This is an optimization exercise on Yosys and OpenROAD, whose aim is small area, not a production implementation.
Where RTL was checked, it was by simulation tests only, not by an equivalence proof against the original.

==> inputs of run G <==
==> flow/design.v <==
`timescale 1ns/10ps
module mm_medtop (
    clock,
    reset,
    x,
    dvi,
    med,
    dvo
);
input clock;
input reset;
input [7:0] x;
input dvi;
output [7:0] med;
output dvo;
reg [7:0] s0, s1, s2, s3, s4;
reg [3:0] n;       
reg [3:0] bc;      
function lt8;
    input [7:0] a;
    input [7:0] b;
    integer i;
    reg r;
    begin
        r = 1'b0;
        for (i = 0; i < 8; i = i + 1)
            r = (~a[i] & b[i]) | (~a[i] & r) | (b[i] & r);
        lt8 = r;
    end
endfunction
wire busy = (bc != 4'd0) && (bc != 4'd5) && (bc != 4'd15);
wire last = (n == 4'd9);
wire acc = dvi && !busy;
wire lt0 = lt8(x, s0) || (n <= 4'd1);
wire lt1 = lt8(x, s1) || (n <= 4'd2);
wire lt2 = lt8(x, s2) || (n <= 4'd3);
wire lt3 = lt8(x, s3) || (n <= 4'd4);
wire lt4 = lt8(x, s4) || (n <= 4'd5);
assign med = s4;
assign dvo = (bc == 4'd15);
always @(posedge clock) begin
    if (acc) begin
        if (lt0) s0 <= x;
        if (lt1) s1 <= lt0 ? s0 : x;
        if (lt2) s2 <= lt1 ? s1 : x;
        if (lt3) s3 <= lt2 ? s2 : x;
        if (lt4 && n != 4'd1) s4 <= lt3 ? s3 : x;
    end
end
always @(posedge clock) begin
    if (reset) begin
        n <= 4'd1;
        bc <= 4'd0;
    end
    else begin
        if (bc != 4'd0)
            bc <= bc + 4'd1;
        if (acc) begin
            if (last) begin
                n <= 4'd1;
                bc <= 4'd5;
            end
            else
                n <= n + 4'd1;
        end
    end
end
endmodule
==> flow/flow/run.sh <==
#!/bin/bash
# Own layout flow: the standard synthesis, then an area-oriented re-mapping of
# its combinational cells (registers kept exactly as the standard synthesis
# made them), then the standard ORFS layout steps.
set -uo pipefail
W=$(pwd)
F=$W/flow
R=$W/orfs/results/$FLOW_PLATFORM/mm_medtop/base
LIB=$FLOW_HOME/platforms/$FLOW_PLATFORM/lib/sky130_fd_sc_hd__tt_025C_1v80.lib

bash standard.sh synth > $W/synth_standard.log 2>&1 || { echo "standard synthesis failed"; exit 1; }
cp $R/1_2_yosys.v $W/std_synth.v

# registers of a netlist: "type name" per line, sorted
regs() {
  grep -oE '^\s*sky130_fd_sc_hd__(s?e?df|dl|sdl)[a-z0-9_]*\s+\S+' "$1" | awk '{print $1, $2}' | sort
}
regs $W/std_synth.v > $W/regs_std.txt

DU=$(grep -oE -- '-dont_use [^ ]+' $W/orfs/logs/$FLOW_PLATFORM/mm_medtop/base/1_2_yosys.log | awk '{print $2}' | sort -u | tr '\n' ' ')
best=""
bestarea=""
for s in $F/area*.abc; do
  n=$(basename $s .abc)
  REMAP_IN=$W/std_synth.v REMAP_OUT=$W/remap_$n.v REMAP_LIB=$LIB REMAP_ABC=$s \
    REMAP_TOP=$FLOW_TOP REMAP_DONTUSE="$DU" \
    yosys -c $F/remap.tcl > $W/remap_$n.log 2>&1 || continue
  regs $W/remap_$n.v > $W/regs_$n.txt
  if ! cmp -s $W/regs_std.txt $W/regs_$n.txt; then echo "$n: registers differ, not used"; continue; fi
  a=$(grep "Chip area" $W/remap_$n.v.stat | awk '{print $NF}')
  echo "$n: area $a"
  if [[ -z "$bestarea" ]] || awk "BEGIN{exit !($a < $bestarea)}"; then best=$n; bestarea=$a; fi
done
std=$(grep "Chip area" $W/orfs/reports/$FLOW_PLATFORM/mm_medtop/base/synth_stat.txt | awk '{print $NF}')
echo "standard synthesis area $std; best re-mapping: ${best:-none} $bestarea"
if [[ -n "$best" ]] && awk "BEGIN{exit !($bestarea < $std)}"; then
  cp $W/remap_$best.v $R/1_2_yosys.v
  touch $R/1_2_yosys.v
fi

bash standard.sh "$@" finish > $W/layout.log 2>&1 || { echo "layout failed"; tail -20 $W/layout.log; exit 1; }
==> flow/flow/area1.abc <==
strash
dch
map -a
==> flow/flow/area2.abc <==
strash
&get -n
&dch
&nf -R 1000
&put
==> flow/flow/area3.abc <==
strash
dch
amap
==> flow/flow/remap.tcl <==
# Re-maps the combinational cells of a synthesized netlist for area, keeping
# every register instance (name, cell type, connections) as it is.
# env: REMAP_IN, REMAP_OUT, REMAP_LIB, REMAP_ABC, REMAP_TOP, REMAP_DONTUSE
yosys -import
set lib $::env(REMAP_LIB)
set top $::env(REMAP_TOP)
read_liberty -ignore_miss_func $lib
read_verilog $::env(REMAP_IN)
hierarchy -top $top
# register and latch cells stay as they are
set f [open $::env(REMAP_IN)]
set types [lsort -unique [regexp -all -inline {sky130_fd_sc_hd__[a-z0-9_]+} [read $f]]]
close $f
set keep {}
foreach t $types {
  if { [regexp {__(s?e?df|dl|sdl)} $t] } {
    lappend keep $t
    setattr -mod -set keep_hierarchy 1 $t
  }
}
puts "REMAP keeping register cells: $keep"
flatten
yosys rename -hide $top/w:*.*
opt_clean -purge
set du {}
foreach c $::env(REMAP_DONTUSE) { lappend du -dont_use $c }
abc -liberty $lib {*}$du -script $::env(REMAP_ABC) -D 5000
opt_clean -purge
hilomap -singleton -hicell sky130_fd_sc_hd__conb_1 HI -locell sky130_fd_sc_hd__conb_1 LO
splitnets
opt_clean -purge
select $top
tee -o $::env(REMAP_OUT).stat stat -liberty $lib
write_verilog -noattr -nohex -nodec -selected $::env(REMAP_OUT)
==> flow/standard.sh <==
#!/bin/bash
# synth_recipe.tcl (not shown) runs the flow's synth.tcl, then flattens the netlist and writes it again
# the make line also repeats each setting of config.mk as NAME=value (left out here)
make -C /OpenROAD-flow-scripts/flow DESIGN_CONFIG=/design/flow/config.mk WORK_HOME=/design/flow/orfs CLKGATE_MAP_FILE= SYNTH_SCRIPT=/design/flow/synth_recipe.tcl "${@:-finish}"
==> flow/config.mk <==
export PLATFORM = sky130hd
export DESIGN_NAME = mm_medtop
export DESIGN_NICKNAME = mm_medtop
export VERILOG_FILES = /design/flow/design.v
export SDC_FILE = /design/flow/constraint.sdc
export NUM_CORES = 4
export LEC_CHECK = 0
export CAP_MARGIN = 20
export CORE_MARGIN = 2
export CORE_UTILIZATION = 40
export SLEW_MARGIN = 20
==> flow/constraint.sdc <==
create_clock -name core_clock -period 5.0 [get_ports {clock}]
set_input_delay 1.0000 -clock core_clock [delete_from_list [all_inputs] [get_ports {clock}]]
set_output_delay 1.0000 -clock core_clock [all_outputs]
set_load 0.01 [all_outputs]
==> inputs of run F, as changes to run G <==
==> flow/design.v (replaced) <==
`timescale 1ns/10ps
module mm_medtop (
    clock,
    reset,
    x,
    dvi,
    med,
    dvo
);
input clock;
input reset;
input [7:0] x;
input dvi;
output [7:0] med;
output dvo;
reg [7:0] s0, s1, s2, s3, s4;
reg [3:0] xcnt;    
reg [3:0] bc;      
function lt8;
    input [7:0] a;
    input [7:0] b;
    integer i;
    reg r;
    begin
        r = 1'b0;
        for (i = 0; i < 8; i = i + 1)
            r = (~a[i] & b[i]) | ((~a[i] | b[i]) & r);
        lt8 = r;
    end
endfunction
wire ok = (bc == 4'd0) || (bc == 4'd1) || (bc == 4'd11);
wire last = (xcnt == 4'd9);
wire acc = dvi && (last || ok);
wire lt0 = lt8(x, s0) || (xcnt <= 4'd1);
wire lt1 = lt8(x, s1) || (xcnt <= 4'd2);
wire lt2 = lt8(x, s2) || (xcnt <= 4'd3);
wire lt3 = lt8(x, s3) || (xcnt <= 4'd4);
wire lt4 = lt8(x, s4) || (xcnt <= 4'd5);
assign med = s4;
assign dvo = (bc == 4'd11);
always @(posedge clock) begin
    if (acc) begin
        s0 <= lt0 ? x : s0;
        s1 <= lt0 ? s0 : (lt1 ? x : s1);
        s2 <= lt1 ? s1 : (lt2 ? x : s2);
        s3 <= lt2 ? s2 : (lt3 ? x : s3);
        if (xcnt >= 4'd5)
            s4 <= lt3 ? s3 : (lt4 ? x : s4);
    end
end
always @(posedge clock) begin
    if (reset) begin
        xcnt <= 4'd1;
        bc <= 4'd0;
    end
    else begin
        if (bc == 4'd11)
            bc <= 4'd0;
        else if (bc != 4'd0)
            bc <= bc + 4'd1;
        if (last && dvi) begin
            xcnt <= 4'd1;
            bc <= 4'd1;
        end
        else if (ok && dvi)
            xcnt <= xcnt + 4'd1;
    end
end
endmodule
==> flow/run.sh (new file) <==
#!/bin/bash
# synth_recipe.tcl (not shown) runs the flow's synth.tcl, then flattens the netlist and writes it again
# the make line also repeats each setting of config.mk as NAME=value (left out here)
make -C /OpenROAD-flow-scripts/flow DESIGN_CONFIG=/design/flow/config.mk WORK_HOME=/design/flow/orfs CLKGATE_MAP_FILE= SYNTH_SCRIPT=/design/flow/synth_recipe.tcl finish
removed: flow/flow/run.sh
removed: flow/flow/area1.abc
removed: flow/flow/area2.abc
removed: flow/flow/area3.abc
removed: flow/flow/remap.tcl
removed: flow/standard.sh
==> inputs of run D, as changes to run G <==
--- a/flow/design.v
+++ b/flow/design.v
@@ -40,10 +40,12 @@
 assign dvo = (bc == 4'd15);
+wire [4:0] ltv = {lt4 && (n != 4'd1), lt3, lt2, lt1, lt0} & {5{acc}};
+wire [4:0] sh = {ltv[3] & ltv[4], ltv[2], ltv[1], ltv[0], 1'b0};
+wire [4:0] in = ltv & ~sh;
+wire [4:0] kp = ~ltv;
 always @(posedge clock) begin
-    if (acc) begin
-        if (lt0) s0 <= x;
-        if (lt1) s1 <= lt0 ? s0 : x;
-        if (lt2) s2 <= lt1 ? s1 : x;
-        if (lt3) s3 <= lt2 ? s2 : x;
-        if (lt4 && n != 4'd1) s4 <= lt3 ? s3 : x;
-    end
+    s0 <= ({8{in[0]}} & x) | ({8{kp[0]}} & s0);
+    s1 <= ({8{sh[1]}} & s0) | ({8{in[1]}} & x) | ({8{kp[1]}} & s1);
+    s2 <= ({8{sh[2]}} & s1) | ({8{in[2]}} & x) | ({8{kp[2]}} & s2);
+    s3 <= ({8{sh[3]}} & s2) | ({8{in[3]}} & x) | ({8{kp[3]}} & s3);
+    s4 <= ({8{sh[4]}} & s3) | ({8{in[4]}} & x) | ({8{kp[4]}} & s4);
 end
==> flow/flow/run.sh (replaced) <==
#!/bin/bash
# Own layout flow: the standard synthesis, then an area-oriented re-mapping of
# its combinational cells (registers kept exactly as the standard synthesis
# made them, checked by name and cell type, and the re-mapped netlist proved
# equivalent to the standard one), then the standard ORFS layout steps with
# smaller port buffers and a clock tree without dummy loads.
set -uo pipefail
W=$(pwd)
F=$W/flow
P=$FLOW_PLATFORM
R=$W/orfs/results/$P/mm_medtop/base
LIB=$FLOW_HOME/platforms/$P/lib/sky130_fd_sc_hd__tt_025C_1v80.lib

bash standard.sh synth > $W/synth_standard.log 2>&1 || { echo "standard synthesis failed"; exit 1; }
cp $R/1_2_yosys.v $W/std_synth.v

# registers of a netlist: "type name" per line, sorted
regs() {
  grep -oE '^\s*sky130_fd_sc_hd__(s?e?df|dl|sdl)[a-z0-9_]*\s+\S+' "$1" | awk '{print $1, $2}' | sort
}
regs $W/std_synth.v > $W/regs_std.txt

DU=$(grep -oE -- '-dont_use [^ ]+' $W/orfs/logs/$P/mm_medtop/base/1_2_yosys.log | awk '{print $2}' | sort -u | tr '\n' ' ')
remap() {
  local n=$1 s=$2
  REMAP_IN=$W/std_synth.v REMAP_OUT=$W/remap_$n.v REMAP_LIB=$LIB REMAP_ABC=$s \
    REMAP_TOP=$FLOW_TOP REMAP_DONTUSE="$DU" \
    timeout 600 yosys -c $F/remap.tcl > $W/remap_$n.log 2>&1 || return 1
  regs $W/remap_$n.v > $W/regs_$n.txt
  cmp -s $W/regs_std.txt $W/regs_$n.txt || { echo "registers differ" >> $W/remap_$n.log; return 1; }
  EQ_GOLD=$W/std_synth.v EQ_GATE=$W/remap_$n.v EQ_LIB=$LIB EQ_TOP=$FLOW_TOP \
    timeout 600 yosys -c $F/equiv.tcl > $W/equiv_$n.log 2>&1 || return 1
  touch $W/remap_$n.ok
}
for s in $F/s*.abc; do
  remap $(basename $s .abc) $s &
done
wait
best=""
bestarea=$(grep "Chip area" $W/orfs/reports/$P/mm_medtop/base/synth_stat.txt | awk '{print $NF}')
echo "standard synthesis: area $bestarea"
for s in $F/s*.abc; do
  n=$(basename $s .abc)
  [[ -f $W/remap_$n.ok ]] || { echo "$n: not usable"; continue; }
  a=$(grep "Chip area" $W/remap_$n.v.stat | awk '{print $NF}')
  echo "$n: area $a"
  if awk "BEGIN{exit !($a < $bestarea)}"; then best=$n; bestarea=$a; fi
done
if [[ -n "$best" ]]; then
  echo "using re-mapping $best"
  cp $W/remap_$best.v $R/1_2_yosys.v
  touch $R/1_2_yosys.v
fi

bash standard.sh \
  "BUFFER_PORTS_ARGS=-buffer_cell sky130_fd_sc_hd__buf_1" \
  "CTS_ARGS=-sink_clustering_enable -repair_clock_nets -dont_use_dummy_load" \
  finish > $W/layout.log 2>&1 || { echo "layout failed"; tail -20 $W/layout.log; exit 1; }
==> flow/flow/equiv.tcl (new file) <==
# Proves that two netlists of the same top module are equivalent, registers
# paired by instance name. env: EQ_GOLD, EQ_GATE, EQ_LIB, EQ_TOP
yosys -import
set top $::env(EQ_TOP)
read_liberty -ignore_miss_func $::env(EQ_LIB)
read_verilog $::env(EQ_GOLD)
yosys rename $top gold
read_verilog $::env(EQ_GATE)
yosys rename $top gate
hierarchy -check
flatten gold gate
opt_clean
async2sync
equiv_make gold gate equiv
hierarchy -top equiv
equiv_simple -seq 1
equiv_induct -seq 1
equiv_status -assert
--- a/flow/flow/remap.tcl
+++ b/flow/flow/remap.tcl
@@ -32,2 +32,3 @@
 select $top
+select -assert-none $top/t:$*
 tee -o $::env(REMAP_OUT).stat stat -liberty $lib
==> flow/flow/s1.abc (new file) <==
strash
dch -f
map -a
mfs2
strash
dch -f
map -a
==> flow/flow/s2.abc (new file) <==
strash
&get -n
&deepsyn -T 20
&put
&get -n
&dch
&nf -R 1000 -p
&put
==> flow/flow/s3.abc (new file) <==
strash
&get -n
&deepsyn -T 20
&put
dch
map -a
==> flow/flow/s4.abc (new file) <==
strash
&get -n
&deepsyn -T 20
&put
dch -f
map -a
topo
dnsize
removed: flow/flow/area1.abc
removed: flow/flow/area2.abc
removed: flow/flow/area3.abc
==> out/results.ini <==
[critical_path]
crit_end=s1[5]
crit_top_cell=maj3_2
arrival_ps=3650
cp_max_fo=10

[sta]
fin_crit_sh=0.743
whs_ps=575

[layout]
final_cell_mix=40 x edfxtp_1, 29 x inv_1, 19 x clkdlybuf4s50_1
layout-drive-gt1-share=0.121
multi_input_area_share=0.411

[power]
power_density_nw_per_um2=421
power.switching_uw=453
intPower_uw=881

[status]
status=no timing/DRC/antenna violations

[global_route]
grt_pass1_vias=1830

# the run above: run F

==> out/results.ini <==
[floorplanning]
die_area_um2=6410

[critical_path]
arrival_ps=3470
crit_end=s1[2]
crit_top_cell=clkinv_1
cp_max_fo=15
slowest_delay_ps=500

[layout]
nets=269
multi_input_area_share=0.323
layout-drive-gt1-share=0.0425

[power]
intPower_uw=959
power_density_nw_per_um2=516
power.switching_uw=447

[detailed_routing]
wl_per_cell_um=13.2

[global_route]
grt_max_degree=16
grt_pass1_vias=1579

[cts]
cts_buffers=5

[sta]
whs_ps=524
fin_crit_sh=0.706

[status]
status=no timing/DRC/antenna violations

# the run above: run G

==> out/results.ini <==
[power]
power.switching_uw=425
power_density_nw_per_um2=503
intPower_uw=774

[status]
status=no timing/DRC/antenna violations

[sta]
whs_ps=472
fin_crit_sh=0.775

[layout]
multi_input_area_share=0.399
layout-drive-gt1-share=0.0237

[critical_path]
arrival_ps=4040
cp_max_fo=9

[global_route]
grt_pass1_vias=1835

# the run above: run D

Only the layout flow was run in run G; the RTL was not checked for function there.

[afterwards: timing with drivers on the ports]
The results above use ideal ports. As a check the final layouts listed here were re-extracted and re-timed, cells and wires unchanged. Step 1 assumes that a clkbuf_16 drives the clock port and a buf_2 every other input. Step 2 also shifts input and output timing later by t, the mid clock arrival at the registers, as if the neighbouring blocks saw the same clock. a / b / c = ideal / step 1 / step 2; a / b = the first two.
run	shift t [ns]	setup slack, ns	hold WS [ns]	clock arrival spread, ns	worst register clock-pin slew, ns
run G	0.324	1.469 / 1.477 / 1.153	0.524 / 0.524 / 0.524	0.007 / 0.006	0.09 / 0.09
run F	0.331	1.287 / 1.297 / 0.966	0.575 / 0.575 / 0.575	0.014 / 0.013	0.10 / 0.10
run D	0.324	1.126 / 1.131 / 0.807	0.472 / 0.472 / 0.472	0.021 / 0.020	0.09 / 0.09
After both steps every run listed still meets setup and hold. For run F, which loses most, drivers alone change the setup slack by +0.010 ns; drivers and shift together by -0.321 ns.
